This design comes from an exercise in tuning for a short achievable clock period and few clock cycles on the open sky130 flow, not from production work. The RTL was checked by simulation tests, not by an equivalence proof against the original design. No activity file was given, so power comes from the tool's default toggle rates.

[flow/constraint.sdc]
create_clock -name core_clock -period 5.5 [get_ports {clk}]
set_input_delay 1.1000 -clock core_clock [delete_from_list [all_inputs] [get_ports {clk}]]
set_output_delay 1.1000 -clock core_clock [all_outputs]
set_load 0.01 [all_outputs]
[flow/config.mk]
export PLATFORM = sky130hd
export DESIGN_NAME = cpu_top_pipeline
export DESIGN_NICKNAME = cpu_top_pipeline
export VERILOG_FILES = /design/flow/design.v
export SDC_FILE = /design/flow/constraint.sdc
export NUM_CORES = 4
export LEC_CHECK = 0
export CAP_MARGIN = 20
export CORE_MARGIN = 2
export CORE_UTILIZATION = 40
export PLACE_DENSITY = 0.6
export SETUP_SLACK_MARGIN = 3.5
export SLEW_MARGIN = 20
[flow/flow/abc.script]
strash
dch -f
map -D 1000
buffer -c
topo
stime -c
upsize -c
dnsize -c
[flow/design.v]
`timescale 1ns/1ns
module ks_add16 (
    input  wire [15:0] a,
    input  wire [15:0] b,
    input  wire        ci,
    output wire [15:0] s
);
    wire [15:0] p0 = a ^ b;
    wire [15:0] g0 = a & b;
    wire [15:0] g1, p1, g2, p2, g3, p3, g4, p4;
    wire [15:0] gi = {g0[15:1], g0[0] | (p0[0] & ci)};
    genvar i;
    generate
        for (i = 0; i < 16; i = i + 1) begin : l1
            if (i >= 1) begin : c
                assign g1[i] = gi[i] | (p0[i] & gi[i-1]);
                assign p1[i] = p0[i] & p0[i-1];
            end else begin : n
                assign g1[i] = gi[i];
                assign p1[i] = p0[i];
            end
        end
        for (i = 0; i < 16; i = i + 1) begin : l2
            if (i >= 2) begin : c
                assign g2[i] = g1[i] | (p1[i] & g1[i-2]);
                assign p2[i] = p1[i] & p1[i-2];
            end else begin : n
                assign g2[i] = g1[i];
                assign p2[i] = p1[i];
            end
        end
        for (i = 0; i < 16; i = i + 1) begin : l3
            if (i >= 4) begin : c
                assign g3[i] = g2[i] | (p2[i] & g2[i-4]);
                assign p3[i] = p2[i] & p2[i-4];
            end else begin : n
                assign g3[i] = g2[i];
                assign p3[i] = p2[i];
            end
        end
        for (i = 0; i < 16; i = i + 1) begin : l4
            if (i >= 8) begin : c
                assign g4[i] = g3[i] | (p3[i] & g3[i-8]);
                assign p4[i] = p3[i] & p3[i-8];
            end else begin : n
                assign g4[i] = g3[i];
                assign p4[i] = p3[i];
            end
        end
    endgenerate
    assign s = p0 ^ {g4[14:0], ci};
endmodule
`timescale 1ns/1ns
module cpu_top_pipeline (
    input wire clk,
    input wire rst,
    output wire [7:0]  imem_addr,
    input  wire [15:0] imem_data,
    output wire [7:0]  dmem_addr,
    output wire [15:0] dmem_wdata,
    output wire        dmem_we,
    input  wire [15:0] dmem_rdata,
    output wire        halted
);
    reg [7:0]  fpc;              
    reg        xwe;              
    reg        xld, xst, xhalt;
    reg        xmeq, xmne;       
    reg [15:0] xa, xb;           
    reg [7:0]  xaddr;            
    reg [3:0]  xrd;
    reg        xadd, xsub, xand, xor_, xxor, xslt;
    reg [7:0]  xalt;             
    reg        xdec;             
    reg [15:0] rf [1:15];
    wire [15:0] sum, dif;
    ks_add16 u_add (.a(xa), .b(xb), .ci(1'b0), .s(sum));
    ks_add16 u_sub (.a(xa), .b(~xb), .ci(1'b1), .s(dif));
    wire        slt = (xa[15] ^ xb[15]) ? xa[15] : dif[15];
    wire [15:0] alu = ({16{xadd}} & sum) | ({16{xsub}} & dif) |
                      ({16{xand}} & (xa & xb)) | ({16{xor_}} & (xa | xb)) |
                      ({16{xxor}} & (xa ^ xb)) | {15'd0, xslt & slt};
    wire [15:0] xres = xld ? dmem_rdata : alu;
    wire eq = (xa == xb);
    wire miss = eq ? xmeq : xmne;
    assign imem_addr  = fpc;
    assign dmem_addr  = xaddr;
    assign dmem_wdata = xb;
    assign dmem_we    = xst;
    assign halted     = xhalt;
    wire [15:0] ins = imem_data;
    wire [3:0] op  = ins[15:12];
    wire [3:0] rd  = ins[11:8];
    wire [3:0] rs1 = ins[7:4];
    wire [3:0] rs2 = ins[3:0];
    wire [7:0] imm8 = {{4{ins[3]}}, ins[3:0]};
    wire [15:0] imm16 = {{12{ins[3]}}, ins[3:0]};
    wire [15:0] rfa = (rs1 == 4'd0) ? 16'd0 : rf[rs1];
    wire [15:0] rfb = (rs2 == 4'd0) ? 16'd0 : rf[rs2];
    wire ba = xwe && (xrd == rs1);
    wire bb = xwe && (xrd == rs2);
    wire f_itype = (op >= 4'h6) && (op <= 4'hA);
    wire bax = ba & ~xld;
    wire bbx = bb & ~xld & ~f_itype;
    wire [15:0] opa = ({16{~ba}}                     & rfa) |
                      ({16{ba & xld}}                & dmem_rdata) |
                      ({16{bax & xadd}}              & sum) |
                      ({16{bax & xsub}}              & dif) |
                      ({16{bax & xand}}              & (xa & xb)) |
                      ({16{bax & xor_}}              & (xa | xb)) |
                      ({16{bax & xxor}}              & (xa ^ xb)) |
                      {15'd0, bax & xslt & slt};
    wire [15:0] opb = ({16{f_itype}}                 & imm16) |
                      ({16{~f_itype & ~bb}}          & rfb) |
                      ({16{~f_itype & bb & xld}}     & dmem_rdata) |
                      ({16{bbx & xadd}}              & sum) |
                      ({16{bbx & xsub}}              & dif) |
                      ({16{bbx & xand}}              & (xa & xb)) |
                      ({16{bbx & xor_}}              & (xa | xb)) |
                      ({16{bbx & xxor}}              & (xa ^ xb)) |
                      {15'd0, bbx & xslt & slt};
    wire [7:0] ad_rf  = rfa[7:0] + imm8;
    wire [7:0] ad_ld  = dmem_rdata[7:0] + imm8;
    wire [7:0] ad_add = xa[7:0] + xb[7:0] + imm8;
    wire [7:0] ad_sub = xa[7:0] + ~xb[7:0] + imm8 + 8'd1;
    wire [7:0] ad_and = (xa[7:0] & xb[7:0]) + imm8;
    wire [7:0] ad_or  = (xa[7:0] | xb[7:0]) + imm8;
    wire [7:0] ad_xor = (xa[7:0] ^ xb[7:0]) + imm8;
    wire [7:0] ad_slt = imm8 + {7'd0, slt};
    wire [7:0] addr = ({8{~ba}}          & ad_rf) |
                      ({8{ba & xld}}     & ad_ld) |
                      ({8{bax & xadd}}   & ad_add) |
                      ({8{bax & xsub}}   & ad_sub) |
                      ({8{bax & xand}}   & ad_and) |
                      ({8{bax & xor_}}   & ad_or) |
                      ({8{bax & xxor}}   & ad_xor) |
                      ({8{bax & xslt}}   & ad_slt);
    wire f_wr    = (op <= 4'hA) && (rd != 4'd0);
    wire f_beq   = (op == 4'hC);
    wire f_bne   = (op == 4'hD);
    wire f_jump  = (op == 4'hE);
    wire f_halt  = (op == 4'hF);
    wire f_zero  = ba & xdec & (xa == 16'd1);
    wire f_pred  = (rs1 == rs2) ? f_beq :
                   f_zero ? f_beq : ins[3];
    wire [7:0] pc_inc = fpc + 8'd1;
    wire [7:0] pc_tgt = fpc + imm8;
    wire go = ~miss & ~xhalt;
    always @(posedge clk or posedge rst) begin
        if (rst) begin
            fpc   <= 8'd0;
            xwe   <= 1'b0;
            xld   <= 1'b0;
            xst   <= 1'b0;
            xhalt <= 1'b0;
            xmeq  <= 1'b0;
            xmne  <= 1'b0;
        end else begin
            fpc   <= miss ? xalt :
                     f_jump ? ins[7:0] :
                     f_halt ? fpc :
                     ((f_beq | f_bne) & f_pred) ? pc_tgt : pc_inc;
            xwe   <= go & f_wr;
            xld   <= go & (op == 4'hA);
            xst   <= go & (op == 4'hB);
            xhalt <= xhalt | (~miss & f_halt);
            xmeq  <= go & ((f_beq & ~f_pred) | (f_bne & f_pred));
            xmne  <= go & ((f_beq & f_pred) | (f_bne & ~f_pred));
        end
    end
    always @(posedge clk) begin
        xa    <= opa;
        xb    <= opb;
        xaddr <= addr;
        xrd   <= rd;
        xadd  <= (op == 4'h0) || (op == 4'h6);
        xsub  <= (op == 4'h1);
        xand  <= (op == 4'h2) || (op == 4'h7);
        xor_  <= (op == 4'h3)  || (op == 4'h8);
        xxor  <= (op == 4'h4) || (op == 4'h9);
        xslt  <= (op == 4'h5);
        xalt  <= f_pred ? pc_inc : pc_tgt;
        xdec  <= (op == 4'h6) && (ins[3:0] == 4'hF);
    end
    integer i;
    always @(posedge clk or posedge rst) begin
        if (rst) begin
            for (i = 1; i < 16; i = i + 1) rf[i] <= 16'd0;
        end else if (xwe) begin
            rf[xrd] <= xres;
        end
    end
endmodule
[flow/flow/run.sh]
#!/bin/bash
# Layout flow: the standard layout (standard.sh, all ORFS steps), with two
# changes to synthesis only:
#  - no adder extraction (ADDER_MAP_FILE empty), so ABC maps the adders
#    together with the rest of the logic;
#  - ABC's mapping uses flow/abc.script (delay-oriented 'map') instead of
#    ORFS's abc_speed.script.
# Everything else (synth_recipe.tcl, -nofsm -noshare, flatten, renames, the
# registers) is as in the standard synthesis.
set -euo pipefail
W=$PWD
{
  head -n 1 synth_recipe.tcl
  cat <<EOT
proc abc {args} {
  set i [lsearch -exact \$args -script]
  if {\$i >= 0} { lset args [expr {\$i + 1}] $W/flow/abc.script }
  yosys abc {*}\$args
}
EOT
  tail -n +2 synth_recipe.tcl
} > flow_synth.tcl
sed "s|SYNTH_SCRIPT=[^ ]*synth_recipe.tcl|SYNTH_SCRIPT=$W/flow_synth.tcl|" standard.sh > flow_standard.sh
grep -q "SYNTH_SCRIPT=$W/flow_synth.tcl" flow_standard.sh
bash flow_standard.sh ADDER_MAP_FILE= finish > flow_standard.log 2>&1
[flow/standard.sh]
#!/bin/bash
# synth_recipe.tcl (not shown) runs the flow's synth.tcl, then flattens the netlist and writes it again
# the make line also repeats each setting of config.mk as NAME=value (left out here)
make -C /OpenROAD-flow-scripts/flow DESIGN_CONFIG=/design/flow/config.mk WORK_HOME=/design/flow/orfs CLKGATE_MAP_FILE= SYNTH_SCRIPT=/design/flow/synth_recipe.tcl "${@:-finish}"
==> impl_metrics.ini, run 1 <==
[sta]
skew_ns = 0.0336
whs_ns = 0.485
worst_slew_pin_slew_ns = 1.18
fin_crit_sh = 0.484
max_slew_margin = 0.211
period_needed_ns = 2.66
max_clock_freq_mhz = 376
rsz0062_at_grt = true
fin_setup_tns_ns = 0
setup_violations = 0
finalHoldViolCount = 0
slew_viol_final = 0

[cts]
clock-sinks = 313
clock_latency_ns = 0.58
cts_tree = built
path_clk_slew_ns = 0.06
cts_buffer_depth = 3
htreeDepth = 2
root_buffer = clkbuf_16
cts_buffers = 38

[final_layout]
antenna_cells = 0
fin_util = 0.664
drive_above_1_share = 0.457
nNetsFinal = 3609
syn2layout_area_growth_pct = 63.7

[synth]
yosysSeqAreaShare = 0.346
yosysTopAreaCell = dfrtp_1
synth_top_area_share = 0.291
ys_top_cells_by_count = 470 x nand2_1, 379 x inv_1, 312 x nand3_1
syn_area_um2 = 21800
synth_edf_count = 0
yosysMostFrequentCell = nand2_1
synth_nets = 3111
syn_avg_cell_area_um2 = 7.09
ys_warn_count = 2
netlist_instances = 3077
synth_area_leaders = dfrtp_1 29%, nand2_1 8.1%, nand3_1 7.2%
synth_ff_type = dfrtp_1
synth_cell_types = 83
async_reset_ff_frac = 0.812
ys_ff_latch = 313

[place]
io_buffers = 67
hpwl_um = 74800
gp_congestion = 1.01

[flow_run]
drv_cap = 0

[grt]
grt_max_degree = 143
use_met2 = 0.598
grt_usage = 0.386
busiest_layer = met2
grt_pass1_wl_um = 163000
antenna_found_initial = 1
grt_use_met1 = 0.500
grt_pass1_vias = 25227
met3_usage = 0.0703
grt-ovfl-total = 0

[setup_path]
crit_type = in -> reg
critPathCaptureType = register
arrival_ns = 3.10
cp.required_ns = 5.94
start_kind = input port
cp_max_fo = 9

[outcome]
outcome = complete, no violations

[routing]
ant_nets = 0
drc_errors = 0
routed_wl_um = 123000
first_pass_iters = 11
route.vias.total = 28461
post_drt_wl_per_cell_um = 28.6
viasPerCell = 6.62
drt-initial-drc-count = 3742

[floorplanning]
rows = 85
coreArea_um2 = 53800
die_height_um = 238
io_pins = 68
start_util = 0.405
dieWidth_um = 238
die_area_um2 = 56400

[hold_path]
min-delay-path-class = reg -> reg

[power]
finalPower_uw = 10300
power.ir.vdd_worst_mv = 0.264
leakagePower_uw = 0.0154
power_density_nw_per_um2 = 287
## where the power goes
| group | internal, uW | total [uW] | switching (uW) | leakage (uW) |
|---|---|---|---|---|
| registers | 2470 | 2690 | 218 | 0.00283 |
| logic | 1850 | 4750 | 2900 | 0.0119 |
| clock network | 1720 | 2820 | 1100 | 0.000685 |
| total | 6050 | 10300 | 4220 | 0.0154 |
## layout by cell type, fill, tap and decap left out, types with 33 or more instances in the layout
master / Yosys / layout
buf_4: 21 / 320
nor2_1: 247 / 167
clkbuf_16: 0 / 46
nand3_1: 312 / 129
o21ai_0: 247 / 106
nand2_2: 15 / 71
nand2_8: 0 / 40
nand4_1: 69 / 69
nor3_1: 55 / 33
nand3_4: 0 / 49
nand3_2: 20 / 159
o21ai_1: 121 / 140
inv_1: 379 / 312
nor2_4: 7 / 72
o21ai_2: 18 / 119
nand2_1: 470 / 343
buf_6: 11 / 124
nor2_2: 20 / 35
dfrtp_1: 254 / 250
o22ai_1: 167 / 127
buf_12: 0 / 69
nand2_4: 5 / 47
a21oi_1: 101 / 55
## path summary, 6_finish.rpt
check / slack (ns) / to / depth (start not counted) / startpoint
min in group asynchronous: 1.08 / rf[10][14] / 3 / rst
setup / recovery: 2.84 / xaddr[6] / 12 / imem_data[3]
setup reg to reg: 2.94 / rf[10][5] / 14 / xb[1]
max in group asynchronous: 3.76 / rf[4][1] / 3 / rst
hold / removal: 0.49 / rf[4][12] / 2 / rf[4][12]
hold reg to reg: 0.49 / rf[4][12] / 2 / rf[4][12]
## final cells by class
class,count,area (um^2)
Inverter,398,1800
Clock buffer,49,1070
Clock inverter,21,305
Timing Repair Buffer,579,6150
Fill cell,4312,18100
Sequential cell,313,7670
Tap cell,696,871
Timing Repair inverter,3,28.8
Multi-Input combinational cell,2242,17800
## per-stage QoR
stage               setup WS (ns)  area (um^2)  cells
finish                       2.84        35700   4301
global placement            0.719        23400   3729
global route                 2.75        35700   4301
detailed placement          0.701        23400   3729
floorplan                    1.06        22700   3077
CTS                          2.94        29900   4062
## cells by family (layout without fill, tap and decap cells)
logic type	Yosys count	count (layout)	synth area share
compound gates	899	903	0.260
xor+xnor	28	28	0.0112
flops	313	313	0.346
buf+inv	545	1050	0.104
simple gates	1292	1311	0.279
## layer usage
| layer | wire length [um] | up-vias |
|---|---|---|
| met5 | 0 | - |
| met4 | 10100 | 0 |
| met3 | 14000 | 665 |
| met2 | 53100 | 2153 |
| met1 | 45600 | 13711 |
| li1 | - | 11932 |
## registers in the layout, summed over array words and instances, names as in the netlist, 4 cells and up
register and count:
xa 16, xb 16, fpc 8, xrd 4
xaddr 8, xalt 8, rf 240
## critical path: stages
cell and delay (ns):
buf_16 0.15, buf_16 0.17, nand3_4 0.12, nand2_2 0.12, nor2_1 0.14, nand4_1 0.19
inv_1 0.09, o21ai_1 0.09, a32oi_4 0.34, o221a_2 0.25, nand4_1 0.12, o21bai_1 0.18
## repair_timing
action / CTS / global route
pin swaps: 181 / 261
endpoints found under the setup margin: 337 / 336
gates cloned: 23 / 16
setup buffers: 240 / 223
resized for setup: 838 / 870
hold buffers: 0 / 0
Testbench counts, summed over its fixed seeds: cycles 24,042.
==> inputs of run 2 (changes only) <==
--- a/flow/design.v
+++ b/flow/design.v
@@ -63,15 +63,19 @@
     output wire        halted
 );
     reg [7:0]  fpc;              
+    reg        rv;               
     reg        xwe;              
     reg        xld, xst, xhalt;
     reg        xmeq, xmne;       
+    reg [15:0] rins;             
+    reg [7:0]  rinc, rtgt;       
+    reg        rpred;            
     reg [15:0] xa, xb;           
     reg [7:0]  xaddr;            
     reg [3:0]  xrd;
     reg        xadd, xsub, xand, xor_, xxor, xslt;
+    reg        xdec;             
     reg [7:0]  xalt;             
-    reg        xdec;             
     reg [15:0] rf [1:15];
     wire [15:0] sum, dif;
     ks_add16 u_add (.a(xa), .b(xb), .ci(1'b0), .s(sum));
@@ -88,20 +92,19 @@
     assign dmem_wdata = xb;
     assign dmem_we    = xst;
     assign halted     = xhalt;
-    wire [15:0] ins = imem_data;
-    wire [3:0] op  = ins[15:12];
-    wire [3:0] rd  = ins[11:8];
-    wire [3:0] rs1 = ins[7:4];
-    wire [3:0] rs2 = ins[3:0];
-    wire [7:0] imm8 = {{4{ins[3]}}, ins[3:0]};
-    wire [15:0] imm16 = {{12{ins[3]}}, ins[3:0]};
+    wire [3:0] op  = rins[15:12];
+    wire [3:0] rd  = rins[11:8];
+    wire [3:0] rs1 = rins[7:4];
+    wire [3:0] rs2 = rins[3:0];
+    wire [7:0] imm8 = {{4{rins[3]}}, rins[3:0]};
+    wire [15:0] imm16 = {{12{rins[3]}}, rins[3:0]};
     wire [15:0] rfa = (rs1 == 4'd0) ? 16'd0 : rf[rs1];
     wire [15:0] rfb = (rs2 == 4'd0) ? 16'd0 : rf[rs2];
     wire ba = xwe && (xrd == rs1);
     wire bb = xwe && (xrd == rs2);
-    wire f_itype = (op >= 4'h6) && (op <= 4'hA);
+    wire r_itype = (op >= 4'h6) && (op <= 4'hA);
     wire bax = ba & ~xld;
-    wire bbx = bb & ~xld & ~f_itype;
+    wire bbx = bb & ~xld & ~r_itype;
     wire [15:0] opa = ({16{~ba}}                     & rfa) |
                       ({16{ba & xld}}                & dmem_rdata) |
                       ({16{bax & xadd}}              & sum) |
@@ -110,9 +113,9 @@
                       ({16{bax & xor_}}              & (xa | xb)) |
                       ({16{bax & xxor}}              & (xa ^ xb)) |
                       {15'd0, bax & xslt & slt};
-    wire [15:0] opb = ({16{f_itype}}                 & imm16) |
-                      ({16{~f_itype & ~bb}}          & rfb) |
-                      ({16{~f_itype & bb & xld}}     & dmem_rdata) |
+    wire [15:0] opb = ({16{r_itype}}                 & imm16) |
+                      ({16{~r_itype & ~bb}}          & rfb) |
+                      ({16{~r_itype & bb & xld}}     & dmem_rdata) |
                       ({16{bbx & xadd}}              & sum) |
                       ({16{bbx & xsub}}              & dif) |
                       ({16{bbx & xand}}              & (xa & xb)) |
@@ -135,20 +138,25 @@
                       ({8{bax & xor_}}   & ad_or) |
                       ({8{bax & xxor}}   & ad_xor) |
                       ({8{bax & xslt}}   & ad_slt);
-    wire f_wr    = (op <= 4'hA) && (rd != 4'd0);
-    wire f_beq   = (op == 4'hC);
-    wire f_bne   = (op == 4'hD);
-    wire f_jump  = (op == 4'hE);
-    wire f_halt  = (op == 4'hF);
-    wire f_zero  = ba & xdec & (xa == 16'd1);
-    wire f_pred  = (rs1 == rs2) ? f_beq :
-                   f_zero ? f_beq : ins[3];
+    wire r_wr   = (op <= 4'hA) && (rd != 4'd0);
+    wire r_beq  = (op == 4'hC);
+    wire r_bne  = (op == 4'hD);
+    wire r_br   = r_beq | r_bne;
+    wire r_halt = (op == 4'hF);
+    wire r_zero = ba & xdec & (xa == 16'd1);
+    wire pred   = (rs1 == rs2) | r_zero ? r_beq : rpred;
+    wire rgo    = rv & ~miss & ~xhalt;
+    wire redir  = rv & ~miss & r_br & (pred ^ rpred);
+    wire [15:0] ins = imem_data;
+    wire [3:0] f_op = ins[15:12];
+    wire f_br   = (f_op == 4'hC) || (f_op == 4'hD);
+    wire f_pred = ins[3];
     wire [7:0] pc_inc = fpc + 8'd1;
-    wire [7:0] pc_tgt = fpc + imm8;
-    wire go = ~miss & ~xhalt;
+    wire [7:0] pc_tgt = fpc + {{4{ins[3]}}, ins[3:0]};
     always @(posedge clk or posedge rst) begin
         if (rst) begin
             fpc   <= 8'd0;
+            rv    <= 1'b0;
             xwe   <= 1'b0;
             xld   <= 1'b0;
             xst   <= 1'b0;
@@ -157,18 +165,24 @@
             xmne  <= 1'b0;
         end else begin
             fpc   <= miss ? xalt :
-                     f_jump ? ins[7:0] :
-                     f_halt ? fpc :
-                     ((f_beq | f_bne) & f_pred) ? pc_tgt : pc_inc;
-            xwe   <= go & f_wr;
-            xld   <= go & (op == 4'hA);
-            xst   <= go & (op == 4'hB);
-            xhalt <= xhalt | (~miss & f_halt);
-            xmeq  <= go & ((f_beq & ~f_pred) | (f_bne & f_pred));
-            xmne  <= go & ((f_beq & f_pred) | (f_bne & ~f_pred));
+                     redir ? (pred ? rtgt : rinc) :
+                     (f_op == 4'hE) ? ins[7:0] :
+                     (f_op == 4'hF) ? fpc :
+                     (f_br & f_pred) ? pc_tgt : pc_inc;
+            rv    <= ~miss & ~redir;
+            xwe   <= rgo & r_wr;
+            xld   <= rgo & (op == 4'hA);
+            xst   <= rgo & (op == 4'hB);
+            xhalt <= xhalt | (rv & ~miss & r_halt);
+            xmeq  <= rgo & ((r_beq & ~pred) | (r_bne & pred));
+            xmne  <= rgo & ((r_beq & pred) | (r_bne & ~pred));
         end
     end
     always @(posedge clk) begin
+        rins  <= ins;
+        rinc  <= pc_inc;
+        rtgt  <= pc_tgt;
+        rpred <= f_br & f_pred;
         xa    <= opa;
         xb    <= opb;
         xaddr <= addr;
@@ -179,8 +193,8 @@
         xor_  <= (op == 4'h3)  || (op == 4'h8);
         xxor  <= (op == 4'h4) || (op == 4'h9);
         xslt  <= (op == 4'h5);
-        xalt  <= f_pred ? pc_inc : pc_tgt;
-        xdec  <= (op == 4'h6) && (ins[3:0] == 4'hF);
+        xdec  <= (op == 4'h6) && (rins[3:0] == 4'hF);
+        xalt  <= pred ? rinc : rtgt;
     end
     integer i;
     always @(posedge clk or posedge rst) begin
--- a/flow/config.mk
+++ b/flow/config.mk
@@ -7,7 +7,7 @@
 export LEC_CHECK = 0
 export CAP_MARGIN = 20
 export CORE_MARGIN = 2
-export CORE_UTILIZATION = 40
-export PLACE_DENSITY = 0.6
-export SETUP_SLACK_MARGIN = 3.5
+export CORE_UTILIZATION = 50
+export PLACE_DENSITY = 0.7
+export SETUP_SLACK_MARGIN = 3.3
 export SLEW_MARGIN = 20
==> run 2 against run 1 <==
  * Still clean
  * Total power rose by 42%
  * Clock-buffer cell count did not move
  * Hold slack got worse by 0.14 ns
  * Utilization rose by 11 points
  * Via count rose by 7.7%
  * Combinational power rose by 55%
  * Synthesized cell count rose by 3.2%
  * Final cell count fell by 0.63%
  * Fmax fell by 2.6%
  * Sequential share of layout area rose by 2.7 points
  * First-iteration DRC count rose by 47%
  * Critical path depth rose by 1
  * Critical endpoint is now xb[5]
  * Largest cell class unchanged
  * Largest power group unchanged
==> impl_metrics.ini, run 2 <==
[power]
power.ir.vdd_worst_mv = 0.417
sequentialPowerShare = 0.307
leakagePower_uw = 0.0148
clock_power_share = 0.185
power_density_nw_per_um2 = 418
internal_power_uw = 7840
p_sw_frac = 0.460
pwr-share-comb = 0.508
p_sw_uw = 6690

[grt]
met3_usage = 0.182
grt_max_degree = 134
grt_pass1_wl_um = 169000
busiest_layer = met2
grt_pass1_vias = 26866
grt-ovfl-total = 0
antenna_found_initial = 2
grt_use_met1 = 0.610
grt_usage = 0.476
use_met2 = 0.686

[cts]
htreeDepth = 2
cts_buffer_depth = 3
path_clk_slew_ns = 0.07
hold_buffers = 0
cts_buffers = 38
clock-sinks = 347
clock_latency_ns = 0.60
root_buffer = clkbuf_16
cts_tree = built

[synth]
yosysMostFrequentCell = nand2_1
ys_top_cells_by_count = 537 x nand2_1, 364 x inv_1, 320 x nand3_1
ys_ff_latch = 347
synthSimpleGateAreaFrac = 0.283
synth_area_leaders = dfrtp_1 28%, nand2_1 8.9%, dfxtp_1 8.1%
synthMuxAreaShare = 0
synth_nets = 3208
yosysTopAreaCell = dfrtp_1
synth_edf_count = 0
synthXorXnorAreaFrac = 0.00878
synth_top_family_by_area = simple AND/OR/NAND/NOR gates
synth_cell_types = 85
ys_warn_count = 2
syn_avg_cell_area_um2 = 7.14
synthAdderAreaFrac = 0
synth_compound_area_frac = 0.250
syn_area_um2 = 22700
netlist_instances = 3174
synth_ff_type = dfrtp_1
async_reset_ff_frac = 0.735
yosysSeqAreaShare = 0.363
synth_top_area_share = 0.282

[final_layout]
fillers = 3018
largest_reg_flops = 240
final_common_cell = nand2_1
drive_above_1_share = 0.414
multi_input_area_um2 = 17200
largest-register = rf
fin_cells = 4274
final_cell_mix = 422 x nand2_1, 343 x buf_4, 297 x inv_1, 248 x dfrtp_1, 178 x nor2_1
nNetsFinal = 3678
regArea_um2 = 8400
syn2layout_area_growth_pct = 53.5

[setup_path]
arrival_ns = 3.19
crit_type = reg -> reg
worstPathCellList = clkinvlp_4 -> buf_6 -> buf_6 -> nor2_4 -> nand3_2 -> buf_6 -> clkinvlp_4 -> buf_4 -> buf_6 -> a221oi_2 -> nand4_1 -> a221oi_2 -> nand2_1
crit_family = buffers and inverters
cp_num_buf_inv = 7
crit_slowest_cell = nand4_1
critPathCaptureType = register
start_kind = register
cp_max_fo = 5
cp_common_cell = buf_6
cp.required_ns = 5.96
slowest_delay_ns = 0.41

[sta]
max_clock_freq_mhz = 366
worst_slew_pin_slew_ns = 0.971
rsz0062_at_grt = true
period_needed_ns = 2.73
max_slew_margin = 0.351
slew_viol_final = 0
setup_violations = 0
finalHoldViolCount = 0
fin_crit_sh = 0.497
skew_ns = 0.0389
fin_setup_tns_ns = 0

[floorplanning]
die_height_um = 217
die_area_um2 = 47100
io_pins = 68
dieWidth_um = 217
rows = 78
coreArea_um2 = 45100
start_util = 0.503

[routing]
ant_nets = 0
post_drt_wl_per_cell_um = 29.6
drc_errors = 0
viasPerCell = 7.17
route.vias.total = 30643
drt-initial-drc-count = 5518
first_pass_iters = 14
routed_wl_um = 127000

[flow_run]
drv_cap = 0

[place]
dp.cells = 3738
hpwl_um = 76400
io_buffers = 67
gp_congestion = 1.19

[hold_path]
min-delay-path-class = reg -> reg

[outcome]
outcome = complete, no violations
[run 2: cell types whose count changed in the layout (fill, tap and decap cells not counted), moves of 23 or more]
| cell | delta |
|---|---|
| a21oi_1 | +25 |
| buf_4 | +23 |
| buf_6 | -30 |
| dfxtp_1 | +25 |
| nand2_1 | +79 |
| nand3_1 | +42 |
| nand3_2 | -29 |
| o21ai_1 | -45 |
[run 2: power groups by stage]
stage          Sequential [uW]  Combinational, uW  Clock [uW]
2_1_floorplan             3980               3030           0
3_3_place_gp              4280               4320           0
3_5_place_dp              4300               4370           0
4_1_cts                   4310               5380        2670
5_1_grt                   4490               7680        2770
6_report                  4460               7380        2690
[run 2: final timing paths]
check | start | endpoint | slack (ns) | depth (start not counted)
setup reg to reg | rins[3] | xb[5] | 2.77 | 13
setup / recovery | rins[3] | xb[5] | 2.77 | 13
hold / removal | rins[9] | xrd[1] | 0.35 | 0
max in group asynchronous | rst | rf[8][3] | 3.53 | 3
min in group asynchronous | rst | rf[1][7] | 1.09 | 2
hold reg to reg | rins[9] | xrd[1] | 0.35 | 0
[run 2: routing by layer]
metal	share of wire	up-vias	wire length (um)
li1	-	12228	-
met1	0.34	14267	43500
met2	0.40	3017	50400
met3	0.16	1129	20500
met4	0.097	2	12300
met5	0.00030	-	38
[run 2: kinds of logic after synthesis]
kind of cell	Yosys count
simple gates	1384
compound gates	899
buf+inv	523
flops	347
xor+xnor	21
[run 2: through the flow]
step | util | hold WS (ns) | worst slack [ns] | power [uW] | instance area (um^2)
2_1_floorplan | - | 0.331 | 1.04 | 7010 | 22900
3_3_place_gp | 0.530 | 0.340 | 1.97 | 8610 | 23900
3_5_place_dp | 0.530 | 0.343 | 1.93 | 8670 | 23900
4_1_cts | 0.657 | 0.347 | 3.06 | 12400 | 29600
5_1_grt | 0.771 | 0.355 | 2.82 | 14900 | 34800
6_report | 0.772 | 0.346 | 2.77 | 14500 | 34800
[run 2: cell type report]
cell class / instances / share of cell area
Multi-Input combinational cell: 2321 / 0.493
Sequential cell: 347 / 0.241
Timing Repair Buffer: 555 / 0.159
Inverter: 380 / 0.0474
Clock buffer: 49 / 0.0297
Tap cell: 600 / 0.0216
Clock inverter: 17 / 0.00694
Antenna cell: 4 / 0.000288
Timing Repair inverter: 1 / 0.000216
[run 2: timing repair]
item,4_1_cts,5_1_grt
gates cloned,21,13
pin swaps,131,239
endpoints found under the setup margin,473,440
buffers inserted,214,218
gates resized for setup,787,809
Testbench counts of run 2, summed over its fixed seeds: cycles 25,077.
==> inputs of run 3 (changes only) <==
--- a/flow/design.v
+++ b/flow/design.v
@@ -68,14 +68,21 @@
     reg        xld, xst, xhalt;
     reg        xmeq, xmne;       
     reg [15:0] rins;             
-    reg [7:0]  rinc, rtgt;       
+    reg [7:0]  rpc;              
     reg        rpred;            
+    reg [15:1] rh1, rh2;         
+    reg        rxa, rxb;         
+    reg        rwa, rwb;         
+    reg [7:0]  rsum [1:15];      
     reg [15:0] xa, xb;           
     reg [7:0]  xaddr;            
     reg [3:0]  xrd;
     reg        xadd, xsub, xand, xor_, xxor, xslt;
     reg        xdec;             
     reg [7:0]  xalt;             
+    reg        wwe;              
+    reg [3:0]  wrd;
+    reg [15:0] wres;             
     reg [15:0] rf [1:15];
     wire [15:0] sum, dif;
     ks_add16 u_add (.a(xa), .b(xb), .ci(1'b0), .s(sum));
@@ -98,10 +105,26 @@
     wire [3:0] rs2 = rins[3:0];
     wire [7:0] imm8 = {{4{rins[3]}}, rins[3:0]};
     wire [15:0] imm16 = {{12{rins[3]}}, rins[3:0]};
-    wire [15:0] rfa = (rs1 == 4'd0) ? 16'd0 : rf[rs1];
-    wire [15:0] rfb = (rs2 == 4'd0) ? 16'd0 : rf[rs2];
-    wire ba = xwe && (xrd == rs1);
-    wire bb = xwe && (xrd == rs2);
+    wire wa = rwa;
+    wire wb = rwb;
+    reg [15:0] rfa0, rfb0;
+    reg [7:0]  ad_rf0;
+    integer r;
+    always @(*) begin
+        rfa0 = 16'd0;
+        rfb0 = 16'd0;
+        ad_rf0 = 8'd0;
+        for (r = 1; r < 16; r = r + 1) begin
+            rfa0 = rfa0 | ({16{rh1[r]}} & rf[r]);
+            rfb0 = rfb0 | ({16{rh2[r]}} & rf[r]);
+            ad_rf0 = ad_rf0 | ({8{rh1[r]}} & rsum[r]);
+        end
+        if (rs1 == 4'd0) ad_rf0 = imm8;
+    end
+    wire [15:0] rfa = wa ? wres : rfa0;
+    wire [15:0] rfb = wb ? wres : rfb0;
+    wire ba = rxa;
+    wire bb = rxb;
     wire r_itype = (op >= 4'h6) && (op <= 4'hA);
     wire bax = ba & ~xld;
     wire bbx = bb & ~xld & ~r_itype;
@@ -122,7 +145,7 @@
                       ({16{bbx & xor_}}              & (xa | xb)) |
                       ({16{bbx & xxor}}              & (xa ^ xb)) |
                       {15'd0, bbx & xslt & slt};
-    wire [7:0] ad_rf  = rfa[7:0] + imm8;
+    wire [7:0] ad_rf  = wa ? wres[7:0] + imm8 : ad_rf0;
     wire [7:0] ad_ld  = dmem_rdata[7:0] + imm8;
     wire [7:0] ad_add = xa[7:0] + xb[7:0] + imm8;
     wire [7:0] ad_sub = xa[7:0] + ~xb[7:0] + imm8 + 8'd1;
@@ -138,6 +161,8 @@
                       ({8{bax & xor_}}   & ad_or) |
                       ({8{bax & xxor}}   & ad_xor) |
                       ({8{bax & xslt}}   & ad_slt);
+    wire [7:0] rinc = rpc + 8'd1;
+    wire [7:0] rtgt = rpc + imm8;
     wire r_wr   = (op <= 4'hA) && (rd != 4'd0);
     wire r_beq  = (op == 4'hC);
     wire r_bne  = (op == 4'hD);
@@ -147,12 +172,32 @@
     wire pred   = (rs1 == rs2) | r_zero ? r_beq : rpred;
     wire rgo    = rv & ~miss & ~xhalt;
     wire redir  = rv & ~miss & r_br & (pred ^ rpred);
+    wire [7:0] f_imm8 = {{4{imem_data[3]}}, imem_data[3:0]};
+    reg  [7:0] fsum [1:15];
+    integer m;
+    always @(*) begin
+        for (m = 1; m < 16; m = m + 1)
+            fsum[m] = ((wwe && wrd == m) ? wres[7:0] : rf[m][7:0]) + f_imm8;
+    end
+    function [15:1] onehot(input [3:0] n);
+        integer q;
+        for (q = 1; q < 16; q = q + 1) onehot[q] = (n == q);
+    endfunction
     wire [15:0] ins = imem_data;
     wire [3:0] f_op = ins[15:12];
     wire f_br   = (f_op == 4'hC) || (f_op == 4'hD);
     wire f_pred = ins[3];
+    wire f_jump = (f_op == 4'hE);
+    wire f_halt = (f_op == 4'hF);
+    wire f_back = f_br & f_pred;
+    wire [3:0] blo = {1'b0, fpc[2:0]} + {1'b0, ins[2:0]};
+    wire [4:0] fhi_m = fpc[7:3] - 5'd1;
+    wire [7:0] pc_back = {blo[3] ? fpc[7:3] : fhi_m, blo[2:0]};
+    wire [7:0] f_next = ({8{f_jump}} & ins[7:0]) |
+                        ({8{f_back}} & pc_back) |
+                        ({8{f_halt}} & fpc) |
+                        ({8{~f_jump & ~f_back & ~f_halt}} & pc_inc);
     wire [7:0] pc_inc = fpc + 8'd1;
-    wire [7:0] pc_tgt = fpc + {{4{ins[3]}}, ins[3:0]};
     always @(posedge clk or posedge rst) begin
         if (rst) begin
             fpc   <= 8'd0;
@@ -163,12 +208,10 @@
             xhalt <= 1'b0;
             xmeq  <= 1'b0;
             xmne  <= 1'b0;
+            wwe   <= 1'b0;
         end else begin
             fpc   <= miss ? xalt :
-                     redir ? (pred ? rtgt : rinc) :
-                     (f_op == 4'hE) ? ins[7:0] :
-                     (f_op == 4'hF) ? fpc :
-                     (f_br & f_pred) ? pc_tgt : pc_inc;
+                     redir ? (pred ? rtgt : rinc) : f_next;
             rv    <= ~miss & ~redir;
             xwe   <= rgo & r_wr;
             xld   <= rgo & (op == 4'hA);
@@ -176,13 +219,20 @@
             xhalt <= xhalt | (rv & ~miss & r_halt);
             xmeq  <= rgo & ((r_beq & ~pred) | (r_bne & pred));
             xmne  <= rgo & ((r_beq & pred) | (r_bne & ~pred));
+            wwe   <= xwe;
         end
     end
     always @(posedge clk) begin
         rins  <= ins;
-        rinc  <= pc_inc;
-        rtgt  <= pc_tgt;
+        rpc   <= fpc;
         rpred <= f_br & f_pred;
+        rh1   <= onehot(ins[7:4]);
+        rh2   <= onehot(ins[3:0]);
+        rxa   <= rv & r_wr & (rd == ins[7:4]);
+        rxb   <= rv & r_wr & (rd == ins[3:0]);
+        rwa   <= xwe & (xrd == ins[7:4]);
+        rwb   <= xwe & (xrd == ins[3:0]);
+        for (m = 1; m < 16; m = m + 1) rsum[m] <= fsum[m];
         xa    <= opa;
         xb    <= opb;
         xaddr <= addr;
@@ -195,13 +245,15 @@
         xslt  <= (op == 4'h5);
         xdec  <= (op == 4'h6) && (rins[3:0] == 4'hF);
         xalt  <= pred ? rinc : rtgt;
+        wrd   <= xrd;
+        wres  <= xres;
     end
     integer i;
     always @(posedge clk or posedge rst) begin
         if (rst) begin
             for (i = 1; i < 16; i = i + 1) rf[i] <= 16'd0;
-        end else if (xwe) begin
-            rf[xrd] <= xres;
+        end else if (wwe) begin
+            rf[wrd] <= wres;
         end
     end
 endmodule
==> run 3 against run 2 <==
  * Sequential power grew 31%
  * Total power up 23%
  * Via count up 28%
  * Utilization down 11 points
  * Critical path depth decreased by 4
  * Synthesized cell count rose by 43%
  * Fmax rose by 6.6%
  * First-iteration DRC count up 24%
  * Die area up 40%
  * Largest cell class unchanged
  * Largest power group unchanged
==> impl_metrics.ini, run 3 <==
[power]
p_sw_uw = 7960
internal_power_uw = 9930
sequentialPowerShare = 0.327
clock_power_share = 0.231
power.ir.vdd_worst_mv = 0.308
leakagePower_uw = 0.0177
power_density_nw_per_um2 = 427
pwr-share-comb = 0.441
p_sw_frac = 0.445

[synth]
syn_avg_cell_area_um2 = 7.03
ys_top_cells_by_count = 1,010 x nand2_1, 438 x o21ai_0, 403 x nor2_1
yosysSeqAreaShare = 0.363
ys_warn_count = 4
synth_top_area_share = 0.201
syn_area_um2 = 31900
synth_edf_count = 0
synth_area_leaders = dfrtp_1 20%, dfxtp_1 16%, nand2_1 12%
synth_ff_type = dfxtp_1
yosysMostFrequentCell = nand2_1
synth_nets = 4573
ys_ff_latch = 514
netlist_instances = 4539
async_reset_ff_frac = 0.498
synth_cell_types = 77
yosysTopAreaCell = dfrtp_1

[floorplanning]
io_pins = 68
start_util = 0.506
die_height_um = 257
rows = 92
coreArea_um2 = 63100
die_area_um2 = 65800
dieWidth_um = 257

[grt]
grt_pass1_vias = 33737
antenna_found_initial = 5
grt-ovfl-total = 0
grt_max_degree = 121
grt_pass1_wl_um = 214000
grt_usage = 0.427

[final_layout]
drive_above_1_share = 0.248
final_cell_mix = 900 x nand2_1, 337 x o21ai_0, 333 x nor2_1, 320 x inv_1, 285 x buf_4
largest-register = rf
syn2layout_area_growth_pct = 31.4
top_regs = rf (240), rsum (120)
fillers = 5300
largest_reg_flops = 240
nNetsFinal = 4879
final_common_cell = nand2_1

[sta]
setup_violations = 0
fin_setup_tns_ns = 0
whs_ns = 0.413
max_clock_freq_mhz = 390
finalHoldViolCount = 0
fin_crit_sh = 0.466
period_needed_ns = 2.56
worst_slew_pin_slew_ns = 0.865
skew_ns = 0.0425
max_slew_margin = 0.420
rsz0062_at_grt = true
slew_viol_final = 0

[routing]
top_layer = met5
first_pass_iters = 13
drt-initial-drc-count = 6839
post_drt_wl_per_cell_um = 27.3
viasPerCell = 6.86
ant_nets = 0
route.met3.wl_um = 26400
routedLengthMet1_um = 55600
dr_wl_met2_um = 61200
route.vias.total = 39375
routed_wl_um = 157000
drc_errors = 0

[cts]
hold_buffers = 0
htreeDepth = 2
cts_tree = built
root_buffer = clkbuf_16
clock-sinks = 514
cts_buffer_depth = 3
clock_latency_ns = 0.66
path_clk_slew_ns = 0.06
cts_buffers = 57

[setup_path]
cp.required_ns = 6.03
arrival_ns = 3.09
start_kind = register
crit_type = reg -> reg
cp_max_fo = 9
critPathCaptureType = register

[place]
io_buffers = 67
gp_congestion = 1.08
hpwl_um = 101000

[hold_path]
min-delay-path-class = reg -> reg

[flow_run]
drv_cap = 0

[outcome]
outcome = complete, no violations
-- run 3: kinds of logic after synthesis --
group                     count (synthesis)  share of synthesized area
AOI/OAI and AO/OA                      1305                      0.262
buffers and inverters                   608                     0.0743
DFF                                     514                      0.363
xor gates and xnor gates                101                     0.0277
and+or+nand+nor                        2011                      0.273
-- run 3: path summary, 6_finish.rpt --
path / from / end / slack, ns / cells after the start
min: rins[8] / xrd[0] / 0.41 / 0
min reg2reg: rins[8] / xrd[0] / 0.41 / 0
max in group asynchronous: rst / fpc[6] / 3.46 / 3
max reg2reg: rins[6] / xaddr[1] / 2.94 / 9
max: rins[6] / xaddr[1] / 2.94 / 9
min in group asynchronous: rst / rf[1][8] / 1.00 / 2
-- run 3: power by group through the flow --
stage | Sequential [uW] | Combinational (uW) | Clock (uW)
2_1_floorplan | 5330 | 4120 | 0
3_3_place_gp | 5750 | 5820 | 0
3_5_place_dp | 5750 | 5850 | 0
4_1_cts | 5690 | 6550 | 4110
5_1_grt | 5880 | 8330 | 4270
6_report | 5850 | 7900 | 4140
-- run 3: layer usage --
layer  vias to the layer above  track usage
li1                      16686            -
met1                     18224        0.557
met2                      3463        0.594
met3                       986        0.166
met4                        16        0.256
met5                         -       0.0102
-- run 3: layout make-up --
class | count | area (um^2) | area share
inverter | 381 | 1600 | 0.0382
tap | 846 | 1060 | 0.0253
sequential | 514 | 11800 | 0.281
timing repair inverter | 2 | 13.8 | 0.000329
clock inverter | 31 | 318 | 0.00759
timing repair buffer | 459 | 4570 | 0.109
antenna | 2 | 5.00 | 0.000119
clock buffer | 77 | 1700 | 0.0405
multi-input combinational | 3430 | 20900 | 0.498
-- run 3: repair_timing --
item | 4_1_cts | 5_1_grt
gates cloned | 10 | 20
endpoints found under the setup margin | 240 | 287
pin swaps | 51 | 173
buffers inserted | 130 | 184
resized for setup | 578 | 593
-- run 3: per-stage QoR --
step            util  worst slack (ns)  cells  area (um^2)  power (uW)
6_report       0.664              2.94   5742        41900       17900
3_3_place_gp   0.529              2.24   5288        33400       11600
4_1_cts        0.601              3.18   5536        37900       16400
3_5_place_dp   0.529              2.17   5288        33400       11600
2_1_floorplan      -              1.03   4539        32200        9450
5_1_grt        0.664              2.78   5741        41900       18500
-- run 3: worst max-delay path, cell delays in order, from the launching register on --
cell	delay, ns
dfxtp_1	0.38
nor2_1	0.06
nand2_1	0.44
nand3_1	0.24
nor3_2	0.54
o21ai_0	0.14
o21ai_0	0.11
o221ai_1	0.16
a211oi_1	0.25
o21ai_2	0.12
Testbench counts of run 3, summed over its fixed seeds: cycles 25,077.
==> inputs of run 4 (changes only) <==
--- a/flow/design.v
+++ b/flow/design.v
@@ -186,7 +186,11 @@
     wire [15:0] ins = imem_data;
     wire [3:0] f_op = ins[15:12];
     wire f_br   = (f_op == 4'hC) || (f_op == 4'hD);
-    wire f_pred = ins[3];
+    wire r_dec  = rv & (op == 4'h6) & (rins[3:0] == 4'hF) & ~rxa;
+    wire [15:0] r_cnt = rwa ? wres : rfa0;
+    wire f_exit = r_dec & (r_cnt == 16'd1) & (ins[7:4] == rd) &
+                  (f_op == 4'hD);
+    wire f_pred = ins[3] & ~f_exit;
     wire f_jump = (f_op == 4'hE);
     wire f_halt = (f_op == 4'hF);
     wire f_back = f_br & f_pred;
==> flow/flow/run.sh (replaced) <==
#!/bin/bash
# Layout flow: the standard layout (standard.sh, all ORFS steps), with
# these changes. Synthesis:
#  - no adder extraction (ADDER_MAP_FILE empty), so ABC maps the adders
#    together with the rest of the logic;
#  - ABC's mapping uses flow/abc.script (delay-oriented 'map') instead of
#    ORFS's abc_speed.script.
# Everything else (synth_recipe.tcl, -nofsm -noshare, flatten, renames, the
# registers) is as in the standard synthesis.
# Layout: ORFS's timing repair after global route is skipped
# (SKIP_INCREMENTAL_REPAIR=1): the legalisation that follows it moves cells
# and undoes more than it gains; the repairs after floorplan, placement and
# CTS stay.
set -euo pipefail
W=$PWD
{
  head -n 1 synth_recipe.tcl
  cat <<EOT
proc abc {args} {
  set i [lsearch -exact \$args -script]
  if {\$i >= 0} { lset args [expr {\$i + 1}] $W/flow/abc.script }
  yosys abc {*}\$args
}
EOT
  tail -n +2 synth_recipe.tcl
} > flow_synth.tcl
sed "s|SYNTH_SCRIPT=[^ ]*synth_recipe.tcl|SYNTH_SCRIPT=$W/flow_synth.tcl|" standard.sh > flow_standard.sh
grep -q "SYNTH_SCRIPT=$W/flow_synth.tcl" flow_standard.sh
bash flow_standard.sh ADDER_MAP_FILE= SKIP_INCREMENTAL_REPAIR=1 finish > flow_standard.log 2>&1
==> run 4 against run 3 <==
  * Critical endpoint is now fpc[6]
  * Routed wire length increased by 0.85%
  * Area after synthesis decreased by 0.91%
  * First-iteration DRC count decreased by 9.0%
  * Fmax decreased by 7.1%
  * Hold slack improved by 0.0072 ns
  * Utilization decreased by 3.0 points
  * Final cell count decreased by 1.8%
  * Still clean
  * Highest routed layer unchanged
==> impl_metrics.ini, run 4 <==
[outcome]
outcome = complete, no violations

[grt]
antenna_found_initial = 8
grt_pass1_vias = 35972
grt_pass1_wl_um = 231000
grt_usage = 0.472
grt-ovfl-total = 0
grt_max_degree = 126

[power]
sequentialPowerShare = 0.343
pwr-share-comb = 0.417
clock_power_share = 0.240
power_density_nw_per_um2 = 441
power.ir.vdd_worst_mv = 0.315
p_sw_uw = 7770
leakagePower_uw = 0.0170
internal_power_uw = 9760
p_sw_frac = 0.443

[synth]
yosysTopAreaCell = dfrtp_1
synth_ff_type = dfxtp_1
syn_area_um2 = 31600
netlist_instances = 4530
async_reset_ff_frac = 0.498
ys_ff_latch = 514
synth_top_area_share = 0.203
ys_warn_count = 4
syn_avg_cell_area_um2 = 6.98
synth_area_leaders = dfrtp_1 20%, dfxtp_1 16%, nand2_1 12%
ys_top_cells_by_count = 1,008 x nand2_1, 469 x nor2_1, 394 x o21ai_0
yosysSeqAreaShare = 0.366
synth_cell_types = 74
yosysMostFrequentCell = nand2_1
synth_edf_count = 0
synth_nets = 4564

[floorplanning]
start_util = 0.504
io_pins = 68
coreArea_um2 = 62700
die_area_um2 = 65200
rows = 92
dieWidth_um = 255
die_height_um = 255

[routing]
first_pass_iters = 11
drt-initial-drc-count = 6224
drc_errors = 0
routed_wl_um = 158000
post_drt_wl_per_cell_um = 28.1
route.vias.total = 37915
viasPerCell = 6.73
ant_nets = 0

[setup_path]
crit_type = reg -> reg
cp.required_ns = 6.04
arrival_ns = 3.30
rrSetupSlack_ns = 2.74
critPathCaptureType = register
start_kind = register
cp_max_fo = 7

[sta]
setup_violations = 0
whs_ns = 0.421
finalHoldViolCount = 0
worst_slew_pin_slew_ns = 1.22
fin_crit_sh = 0.501
period_needed_ns = 2.76
slew_viol_final = 0
max_clock_freq_mhz = 363
max_slew_margin = 0.184
skew_ns = 0.0398
fin_setup_tns_ns = 0

[cts]
cts_tree = built
clock-sinks = 514
cts_buffer_depth = 3
cts_buffers = 57
root_buffer = clkbuf_16
clock_latency_ns = 0.66
hold_buffers = 0
path_clk_slew_ns = 0.08
htreeDepth = 2
cts_setup_buffers = 206
ctsResizeCount = 833

[place]
io_buffers = 67
hpwl_um = 103000
gp_congestion = 1.09
place_area_um2 = 33300

[final_layout]
final_common_cell = nand2_1
stdcell_area_um2 = 39800
largest-register = rf
drive_above_1_share = 0.191
top_regs = rf (240), rsum (120)
final_cell_mix = 947 x nand2_1, 392 x nor2_1, 347 x inv_1, 339 x o21ai_0, 250 x dfrtp_1
syn2layout_area_growth_pct = 25.8
nNetsFinal = 4770
largest_reg_flops = 240
fin_util = 0.634

[flow_run]
drv_cap = 0

[hold_path]
min-delay-path-class = reg -> reg
## run 4: cell types whose count changed in the layout (fill, tap and decap cells not counted), sizes merged, moves of 35 or more
cell | before | now
o211ai | 69 | 19
o21ai | 514 | 479
nor2 | 424 | 486
a221oi | 98 | 54
a22oi | 103 | 185
a21oi | 174 | 252
buf | 418 | 304
nand3 | 282 | 230
## run 4: kinds of logic after synthesis
kind of cell              synth area share
AOI/OAI and AO/OA                    0.258
and+or+nand+nor                      0.272
buffers and inverters               0.0727
xor gates and xnor gates            0.0302
DFF                                  0.366
muxes                             0.000633
## run 4: path summary, 6_finish.rpt
check,start,to,cells past startpoint
worst min register to register,rins[9],xrd[1],0
worst max register to register,xa[3],fpc[6],11
max in group asynchronous,rst,fpc[3],3
min in group asynchronous,rst,rf[14][13],2
worst max-delay path,xa[3],fpc[6],11
worst min-delay path,rins[9],xrd[1],0
## run 4: power groups by stage
| stage | Combinational [uW] | Clock, uW | Sequential [uW] |
|---|---|---|---|
| finish | 7310 | 4210 | 6010 |
| global route | 7840 | 4360 | 6010 |
| CTS | 6960 | 4180 | 5880 |
| detailed placement | 5910 | 0 | 5890 |
| global placement | 5900 | 0 | 5900 |
| floorplan | 4130 | 0 | 5420 |
## run 4: per-stage QoR
step,std cells,power (uW),setup slack (ns)
floorplan,4530,9560,1.03
global placement,5297,11800,1.90
detailed placement,5297,11800,1.85
CTS,5630,17000,3.15
global route,5631,18200,2.73
finish,5637,17500,2.74
## run 4: critical path: stages (launching register included)
cell	delay (ns)
dfxtp_2	0.37
inv_1	0.13
nand2_2	0.18
a22oi_2	0.30
nand4_1	0.42
o21bai_2	0.37
nand2_2	0.13
nand4_1	0.19
buf_4	0.17
a21oi_1	0.04
a22oi_1	0.23
nand2_1	0.08
## run 4: layer usage
layer	global-route usage	share of wire	wire, um	up-vias
li1	-	-	-	16305
met1	0.534	0.34	53600	17334
met2	0.691	0.41	64100	3139
met3	0.190	0.14	22700	1121
met4	0.400	0.11	17500	16
met5	0.0300	0.0023	356	-
## run 4: cell type report
cell class	count	area, um^2
well taps	846	1060
multi-input cells	3433	19900
fillers	5566	23000
repair buffers	340	3430
inverters	390	1590
clock buffers	86	1720
clock inverters	21	305
flip-flops and latches	514	11700
diodes	7	17.5
Testbench counts of run 4, summed over its fixed seeds: cycles 24,440.
==> inputs of run 5 (changes only) <==
--- a/flow/config.mk
+++ b/flow/config.mk
@@ -7,7 +7,7 @@
 export LEC_CHECK = 0
 export CAP_MARGIN = 20
 export CORE_MARGIN = 2
-export CORE_UTILIZATION = 50
-export PLACE_DENSITY = 0.7
-export SETUP_SLACK_MARGIN = 3.3
+export CORE_UTILIZATION = 40
+export PLACE_DENSITY = 0.6
+export SETUP_SLACK_MARGIN = 3.5
 export SLEW_MARGIN = 20
==> run 5 against run 4 <==
  * Area after synthesis unchanged
  * Sequential share of layout area down 3.0 points
  * Register-to-register slack better by 0.095 ns
  * First-iteration DRC count shrank 9.5%
  * Final cell count up 6.6%
  * Die area up 25%
  * Critical endpoint is now xaddr[5]
  * Largest power group unchanged
  * Highest routed layer unchanged
==> impl_metrics.ini, run 5 <==
[synth]
ys_top_cells_by_count = 1,008 x nand2_1, 469 x nor2_1, 394 x o21ai_0
netlist_instances = 4530
synth_nets = 4564
ys_ff_latch = 514
yosysSeqAreaShare = 0.366
synth_cell_types = 74
synth_edf_count = 0
synth_area_leaders = dfrtp_1 20%, dfxtp_1 16%, nand2_1 12%
synth_top_area_share = 0.203
ys_warn_count = 4
yosysMostFrequentCell = nand2_1
synth_ff_type = dfxtp_1
async_reset_ff_frac = 0.498
syn_avg_cell_area_um2 = 6.98
yosysTopAreaCell = dfrtp_1
syn_area_um2 = 31600

[final_layout]
largest-register = rf
drive_above_1_share = 0.296
final_common_cell = nand2_1
largest_reg_flops = 240
nNetsFinal = 4935
final_cell_mix = 845 x nand2_1, 330 x nor2_1, 317 x inv_1, 299 x buf_4, 262 x o21ai_0
top_regs = rf (240), rsum (120)
syn2layout_area_growth_pct = 40.8

[routing]
top_layer = met5
viasPerCell = 6.47
routed_wl_um = 172000
route.vias.total = 38901
dr_wl_met2_um = 68900
ant_nets = 0
post_drt_wl_per_cell_um = 28.6
first_pass_iters = 9
drt-initial-drc-count = 5633
drc_errors = 0
routedLengthMet1_um = 62300
route.met3.wl_um = 23800

[sta]
max_slew_margin = 0.355
fin_crit_sh = 0.484
period_needed_ns = 2.66
slew_viol_final = 0
fin_setup_tns_ns = 0
max_clock_freq_mhz = 376
setup_ws_ns = 2.84
skew_ns = 0.0266
finalHoldViolCount = 0
setup_violations = 0
worst_slew_pin_slew_ns = 0.963

[cts]
ctsResizeCount = 1327
htreeDepth = 2
clock_latency_ns = 0.69
cts_buffers = 59
path_clk_slew_ns = 0.07
cts_buffer_depth = 3
cts_setup_buffers = 347
hold_buffers = 0
root_buffer = clkbuf_16
cts_tree = built
clock-sinks = 514

[setup_path]
arrival_ns = 3.19
reg2reg_from = rh1[5]
cp_max_fo = 9
reg2reg_depth = 7
critPathCaptureType = register
start_kind = register
crit_type = reg -> reg
cp.required_ns = 6.03
reg2reg_to = xaddr[5]
rrSetupSlack_ns = 2.84

[grt]
grt_pass1_vias = 36978
grt_pass1_wl_um = 250000
grt_usage = 0.414
grt_max_degree = 104
antenna_found_initial = 21
grt-ovfl-total = 0

[power]
power.ir.vdd_worst_mv = 0.303
finalPower_uw = 18900
leakagePower_uw = 0.0187
power_density_nw_per_um2 = 426

[place]
preCtsSetupSlack_ns = 1.50
io_buffers = 67
gp_congestion = 1.14
hpwl_um = 109000

[hold_path]
whs_endpoint = wrd[3]
min_from = xrd[3]
min_delay_path_depth = 0
min-delay-path-class = reg -> reg

[floorplanning]
start_util = 0.402
die_height_um = 285
coreArea_um2 = 78600
io_pins = 68
die_area_um2 = 81300
dieWidth_um = 285
rows = 103

[flow_run]
drv_cap = 0

[outcome]
outcome = complete, no violations
## run 5: cell counts after synthesis
No cell type changed its count.
## run 5: cell type report
cell class	count	area, um^2
clock inverters	28	319
well taps	1050	1310
diodes	8	20.0
inverters	390	1660
repair inverters	2	38.8
multi-input cells	3431	22300
fillers	7132	34100
repair buffers	503	5380
flip-flops and latches	514	11800
clock buffers	83	1690
## run 5: through the flow
stage	std cells	utilization	hold WS (ns)	area, um^2
after floorplan	4530	-	0.360	33200
after global placement	5510	0.439	0.417	34500
after detailed placement	5510	0.439	0.413	34500
after CTS	6001	0.566	0.422	44500
after global routing	6001	0.566	0.416	44500
final	6009	0.566	0.428	44500
## run 5: critical path, cell delays in order, from the launching register on
cell	delay, ns
dfxtp_4	0.47
buf_12	0.20
a22oi_2	0.29
nand4_1	0.20
o41ai_4	0.68
a21oi_4	0.19
a32oi_2	0.28
nand4_1	0.17
## run 5: cell families (layout without fill, tap and decap cells)
kind of cell           Yosys count  after routing  share of synthesized area
flip-flops                     514            514                      0.366
XOR/XNOR                       108            108                     0.0302
buffers and inverters          596           1006                     0.0727
AO/OA/AOI/OAI                 1304           1304                      0.258
multiplexers                     2              2                   0.000633
AND/OR/NAND/NOR               2006           2017                      0.272
other                            0              8                          0
## run 5: report_power, final
part           leakage [uW]  switching, uW  internal (uW)
clock network      0.000994           1810           2390
registers           0.00558           1230           4850
logic                0.0121           5540           3110
## run 5: worst max-delay path by stage
stage                             from        to  slack (ns)  cells after the start
final                           rh1[5]  xaddr[5]        2.84                      7
after global routing               rwa    fpc[1]        2.83                     10
after CTS                       rh1[5]  xaddr[5]        3.17                      7
after detailed placement  imem_data[5]    fpc[7]        1.50                     11
after global placement    imem_data[6]    fpc[0]        1.54                     11
after floorplan                    rst    fpc[0]        1.03                      1
## run 5: per-layer routing
metal | track usage | vias up
li1 | - | 16669
met1 | 0.494 | 18180
met2 | 0.594 | 2979
met3 | 0.172 | 1043
met4 | 0.307 | 30
met5 | 0.00640 | -
==> inputs of run 6 (changes only) <==
--- a/flow/design.v
+++ b/flow/design.v
@@ -169,7 +169,10 @@
     wire r_br   = r_beq | r_bne;
     wire r_halt = (op == 4'hF);
     wire r_zero = ba & xdec & (xa == 16'd1);
-    wire pred   = (rs1 == rs2) | r_zero ? r_beq : rpred;
+    wire r_exact = ~rxa & ~rxb;
+    wire r_eq    = (rfa == rfb);
+    wire pred   = r_exact ? (r_beq ? r_eq : ~r_eq) :
+                  (rs1 == rs2) | r_zero ? r_beq : rpred;
     wire rgo    = rv & ~miss & ~xhalt;
     wire redir  = rv & ~miss & r_br & (pred ^ rpred);
     wire [7:0] f_imm8 = {{4{imem_data[3]}}, imem_data[3:0]};
==> run 6 against run 5 <==
  * Clock skew rose by 0.012 ns
  * Final cell count fell by 3.5%
  * Via count fell by 6.4%
  * Final area fell by 2.9%
  * First-iteration DRC count fell by 4.3%
  * Clock-buffer cell count rose by 4
==> impl_metrics.ini, run 6 <==
[final_layout]
fin_util = 0.568
final_cell_mix = 778 x nand2_1, 395 x nor2_1, 359 x buf_4, 283 x inv_1, 250 x dfrtp_1
drive_above_1_share = 0.309
largest_reg_flops = 240
fin_cells = 5798
top_regs = rf (240), rsum (120)
fillers = 6732
final_common_cell = nand2_1
largest-register = rf
stdcell_area_um2 = 43200
syn2layout_area_growth_pct = 40.3
nNetsFinal = 4750

[sta]
max_slew_margin = 0.498
fin_crit_sh = 0.572
fin_setup_tns_ns = 0
worst_slew_pin_slew_ns = 0.746
finalHoldViolCount = 0
skew_ns = 0.0383
slew_viol_final = 0
period_needed_ns = 3.15
max_clock_freq_mhz = 318
setup_violations = 0

[setup_path]
reg2reg_to = fpc[1]
start_kind = register
cp_max_fo = 13
crit_type = reg -> reg
crit_start = rh2[7]
arrival_ns = 3.71
critPathCaptureType = register
crit_family = simple AND/OR/NAND/NOR gates
rrSetupSlack_ns = 2.35
cp_num_buf_inv = 1
worstPathCellList = buf_8 -> nand2_1 -> nand2_1 -> nor2_1 -> nand4_1 -> nand3_1 -> nand4_1 -> nor2_2 -> nand4_1 -> nand2_1 -> nand3_2 -> nand3_2 -> nand3_4 -> o311ai_1
reg2reg_depth = 14
critical_path_depth = 14
slowest_delay_ns = 0.48
cp.required_ns = 6.07
crit_slowest_cell = dfxtp_4
reg2reg_from = rh2[7]
cp-endpoint = fpc[1]

[routing]
post_drt_wl_per_cell_um = 27.3
routed_wl_um = 158000
drc_errors = 0
viasPerCell = 6.28
ant_nets = 0
route.vias.total = 36403
first_pass_iters = 9
drt-initial-drc-count = 5393

[synth]
synth_cell_types = 81
ys_ff_latch = 514
synth_top_area_share = 0.208
ys_warn_count = 4
async_reset_ff_frac = 0.498
synth_edf_count = 0
netlist_instances = 4267
syn_avg_cell_area_um2 = 7.22
synth_ff_type = dfxtp_1
synth_nets = 4301
synthXorXnorAreaFrac = 0.0506
synthMuxAreaShare = 0.00146
ys_top_cells_by_count = 936 x nand2_1, 475 x nor2_1, 331 x inv_1
yosysMostFrequentCell = nand2_1
yosysSeqAreaShare = 0.376
synth_compound_area_frac = 0.237
yosysTopAreaCell = dfrtp_1
synthSimpleGateAreaFrac = 0.258
synth_top_family_by_area = simple AND/OR/NAND/NOR gates
synth_area_leaders = dfrtp_1 21%, dfxtp_1 17%, nand2_1 11%
synthAdderAreaFrac = 0.000325
syn_area_um2 = 30800

[cts]
hold_buffers = 0
clock-sinks = 514
root_buffer = clkbuf_16
clock_latency_ns = 0.69
cts_buffers = 58
path_clk_slew_ns = 0.07
htreeDepth = 2
cts_buffer_depth = 3
cts_tree = built
ctsResizeCount = 1215
cts_setup_buffers = 443

[floorplanning]
coreArea_um2 = 76100
die_height_um = 281
dieWidth_um = 281
start_util = 0.405
die_area_um2 = 79200
rows = 101
io_pins = 68

[place]
io_buffers = 67
place_area_um2 = 33200
dp.cells = 5228
hpwl_um = 98300
gp_congestion = 0.994

[power]
power_density_nw_per_um2 = 493
power.ir.vdd_worst_mv = 0.350
finalPower_uw = 21300
leakagePower_uw = 0.0187

[grt]
antenna_found_initial = 9
grt_pass1_vias = 35032
grt-ovfl-total = 0
grt_max_degree = 116
grt_pass1_wl_um = 231000
grt_usage = 0.394

[flow_run]
drv_cap = 0

[outcome]
outcome = complete, no violations

[hold_path]
min_from = xrd[3]
min-delay-path-class = reg -> reg
min_delay_path_depth = 0
run 6: changes by cell type in the layout (fill, tap and decap cells not counted), moves of 42 or more:
cell | previous run | this run
xor2_1 | 72 | 119
nor2_4 | 94 | 39
nor2_1 | 330 | 395
nand2_1 | 845 | 778
buf_6 | 73 | 124
buf_4 | 299 | 359
o21ai_0 | 262 | 148
a22oi_1 | 159 | 234
nand3_1 | 182 | 140
run 6: routing by layer:
metal | up-vias | wire length [um] | share of wire | GRT usage
li1 | 15646 | - | - | -
met1 | 16994 | 58100 | 0.37 | 0.493
met2 | 2836 | 64400 | 0.41 | 0.565
met3 | 909 | 22200 | 0.14 | 0.140
met4 | 18 | 13500 | 0.085 | 0.272
met5 | - | 170 | 0.0011 | 0.00488
run 6: worst min-delay path by stage:
stage	end
2_1_floorplan	wrd[3]
3_3_place_gp	wrd[3]
3_5_place_dp	wrd[3]
4_1_cts	wrd[3]
5_1_grt	wrd[3]
6_report	wrd[3]
run 6: area by class of cell:
type / count / area, um^2 / share of cell area
Tap cell: 1030 / 1290 / 0.0298
Clock buffer: 87 / 1740 / 0.0404
Inverter: 357 / 1470 / 0.0340
Antenna cell: 2 / 5.00 / 0.000116
Clock inverter: 23 / 240 / 0.00556
Multi-Input combinational cell: 3178 / 20500 / 0.475
Sequential cell: 514 / 11800 / 0.273
Timing Repair Buffer: 607 / 6130 / 0.142
run 6: cells by family after synthesis:
logic type               Yosys count
AND/OR/NAND/NOR                 1859
AO/OA/AOI/OAI                   1135
buffers and inverters            577
flip-flops                       514
XOR/XNOR                         178
multiplexers                       3
adder cells (fa/ha/maj)            1
run 6: stage by stage:
stage	hold WS, ns	worst slack [ns]
after global placement	0.385	1.29
after global routing	0.385	2.31
after detailed placement	0.392	1.66
final	0.401	2.35
after CTS	0.379	2.61
after floorplan	0.360	1.03
run 6: where the power goes:
| part | internal (uW) | switching, uW | total (uW) |
|---|---|---|---|
| clock | 2310 | 1780 | 4090 |
| combinational | 4040 | 6180 | 10200 |
| sequential | 5180 | 1810 | 6980 |
| total | 11500 | 9770 | 21300 |
Testbench counts of run 6, summed over its fixed seeds: cycles 24,271.

-- port drivers added, routing unchanged --
No port has a modelled driver above. Below, the same layouts with a new extraction and two added sets of constraints.
Step 1: set_driving_cell puts a clkbuf_16 on clk and a buf_2 on each other input, an assumption about the parent block.
Step 2 moves the port delays by t, midway between the first and last clock arrival at a register: inputs arrive t later, outputs are due t later. That takes back most of the time a late clock gives input paths.
a / b / c = no drivers / after step 1 / after step 2; a / b = the first two.
run | t (ns) | setup slack, ns | hold slack, ns
run 1 | 0.629 | 2.838 / 2.822 / 2.192 | 0.485 / 0.485 / 0.485
run 2 | 0.641 | 2.768 / 2.768 / 2.364 | 0.346 / 0.346 / 0.346
run 3 | 0.710 | 2.937 / 2.937 / 2.620 | 0.413 / 0.413 / 0.413
run 4 | 0.710 | 2.742 / 2.742 / 2.434 | 0.421 / 0.421 / 0.421
run 5 | 0.742 | 2.837 / 2.837 / 2.407 | 0.428 / 0.428 / 0.428
run 6 | 0.741 | 2.354 / 2.354 / 1.768 | 0.401 / 0.401 / 0.401
After both steps setup and hold are still met in every run listed. The setup slack of run 1, which loses most, moves by -0.016 ns with the drivers and by -0.646 ns with both steps.
